Background: an optimization exercise with open tools, aiming at small area. Do not read the settings as production practice. Function was checked by simulation only, so behaviour that the tests miss may differ from the original. No driver is modelled on the clock port, so clocking that relies on it looks cheaper here than on a real chip.

==> flow/design.v (excerpt) <==
module whack_a_mole(
    input clk,
    input rst,
    input [7:0] sw,
    input start,
    input reset_btn,
    input difficulty_btn,
    input left,
    input down,
    output [7:0] led,
    output [7:0] seg,
    output [3:0] an,
    output speaker
    );
    wire reset;
    wire enable;
    wire mole_tick;
    wire fast_tick;
    wire [1:0] digit;
    wire blink;
    wire blink_enable;
    wire sound_tick;
    wire sound_enable;
    wire end_enable;
    wire start_enable;
    wire led_changed;
    wire [4:0] mole_num;
    wire [4:0] led_code;
    wire [3:0] digit0, digit1, digit2, digit3;
    wire difficulty;
    wire god_mode;
    start btn (
        .btn(start), .clk(clk), .rst(rst), .reset(reset), .enable(enable));
    reset rst_btn (
        .btn(reset_btn), .clk(clk), .rst(rst), .reset(reset));
    difficulty diff (
        .clk(clk), .rst(rst), .tick(fast_tick),
        .difficulty_btn(difficulty_btn), .difficulty(difficulty));
    clock clock (
        .clk(clk), .rst(rst), .difficulty(difficulty),
        .mole_tick(mole_tick), .fast_tick(fast_tick), .digit(digit),
        .blink(blink), .sound_tick(sound_tick));
    random random (
        .clk(clk), .rst(rst), .tick(fast_tick), .reset(reset), .data(mole_num));
    mole mole (
  ...
==> flow/config.mk <==
export PLATFORM = sky130hd
export DESIGN_NAME = whack_a_mole
export DESIGN_NICKNAME = whack_a_mole
export VERILOG_FILES = /design/flow/design.v
export SDC_FILE = /design/flow/constraint.sdc
export NUM_CORES = 4
export LEC_CHECK = 0
export CAP_MARGIN = 20
export CORE_MARGIN = 2
export CORE_UTILIZATION = 70
export PLACE_DENSITY = 0.8
export SLEW_MARGIN = 20
==> flow/constraint.sdc <==
create_clock -name core_clock -period 10.0 [get_ports {clk}]
set_input_delay 2.0000 -clock core_clock [delete_from_list [all_inputs] [get_ports {clk}]]
set_output_delay 2.0000 -clock core_clock [all_outputs]
set_load 0.01 [all_outputs]
standard.sh (not shown) runs the stock make flow with config.mk's settings and CLKGATE_MAP_FILE= SYNTH_SCRIPT=/design/flow/synth_recipe.tcl, a recipe that flattens the netlist after the stock synthesis.
==> flow/flow/run.sh <==
#!/bin/bash
# Layout flow: the standard flow (standard.sh: the standard synthesis and
# ORFS steps, unchanged), with three changes to how the layout is made:
#  - the port buffers are buf_1 instead of ORFS's default choice;
#  - CTS uses clkbuf_4 (root clkbuf_8) and no dummy loads;
#  - after CTS, post_cts.tcl gives the clock buffers whose flip-flop clock
#    pins would see a slow slew a clkbuf_8 instead, and legalizes again.
# Each tool's full output goes to standard.log (and ORFS's own logs under
# orfs/logs).
set -e
export BUFFER_PORTS_ARGS="-buffer_cell sky130_fd_sc_hd__buf_1"
export CTS_ARGS="-sink_clustering_enable -repair_clock_nets -dont_use_dummy_load -root_buf sky130_fd_sc_hd__clkbuf_8 -buf_list sky130_fd_sc_hd__clkbuf_4"
export POST_CTS_TCL="$PWD/flow/post_cts.tcl"
bash standard.sh > standard.log 2>&1
==> flow/flow/post_cts.tcl <==
# After CTS: give each clock buffer that drives flip-flop clock pins with a
# slow slew the next larger clock buffer, then legalize the placement again.
proc my_fix_clock_slew { limit_ns } {
  estimate_parasitics -placement
  set changed 0
  foreach inst [get_cells clkbuf_*] {
    set cell [get_property [get_lib_cells -of_objects $inst] name]
    if { $cell != "sky130_fd_sc_hd__clkbuf_4" } { continue }
    set worst 0
    foreach pin [get_pins -of_objects [get_nets -of_objects [get_pins [get_name $inst]/X]] -filter "direction == input"] {
      set s [get_property $pin slew_max]
      if { $s > $worst } { set worst $s }
    }
    if { $worst > $limit_ns } {
      replace_cell $inst sky130_fd_sc_hd__clkbuf_8
      incr changed
    }
  }
  puts "my_fix_clock_slew: $changed clock buffers upsized"
  return $changed
}
if { [my_fix_clock_slew 0.110] > 0 } {
  detailed_placement
  check_placement -verbose
  estimate_parasitics -placement
}
==> next run, changes <==
==> flow/flow/run.sh (replaced) <==
#!/bin/bash
# Layout flow: the standard flow (standard.sh, unchanged synthesis and
# steps), with smaller port buffers and a clock tree without dummy loads.
set -e
cp standard.sh standard.sh.copy
export BUFFER_PORTS_ARGS="-buffer_cell sky130_fd_sc_hd__buf_1"
export CTS_ARGS="-sink_clustering_enable -repair_clock_nets -dont_use_dummy_load -root_buf sky130_fd_sc_hd__clkbuf_8 -buf_list sky130_fd_sc_hd__clkbuf_8 -sink_buffer_max_cap_derate 0.3 -sink_clustering_size 30 -sink_clustering_max_diameter 60"
bash standard.sh > standard.log 2>&1
removed: flow/flow/post_cts.tcl
Outcome:
- The new run passed the timing, design-rule and antenna checks
- count of clock-buffer cells in the layout does not change
- wire length rose by 0.31%
- cell area goes up by 1.0%
- hold slack barely changes
- sequential share of layout area decreases by 0.45 points
- global-route usage is about the same
- die area is unchanged
- area after synthesis stays the same
- setup slack is about the same
- synthesized cell count does not change

[what the ideal ports hide]
In the flow no input, the clock included, has a driving cell. The finished layouts below were timed again as built, in two steps. Step 1: set_driving_cell puts a clkbuf_16 on clk and a buf_2 on each other input, an assumption about the parent block. Step 2 times the ports against the registers' clock, not the clock port: input delays grow and output delays shrink by t, the midpoint of the rising clock arrivals with the driver on. Three values: no drivers, after step 1, after step 2; two values: the first two.
run	shift t [ns]	setup WS [ns]	hold WS [ns]	slew at the worst register clock pin (ns)
the first run	0.438	6.083 / 6.050 / 5.881	0.410 / 0.410 / 0.410	0.10 / 0.10
the second run	0.455	6.086 / 6.052 / 5.876	0.410 / 0.410 / 0.410	0.08 / 0.08
After both steps setup and hold are still met in every run listed. The setup slack of the second run, which loses most, moves by -0.034 ns with the drivers and by -0.210 ns with both steps.
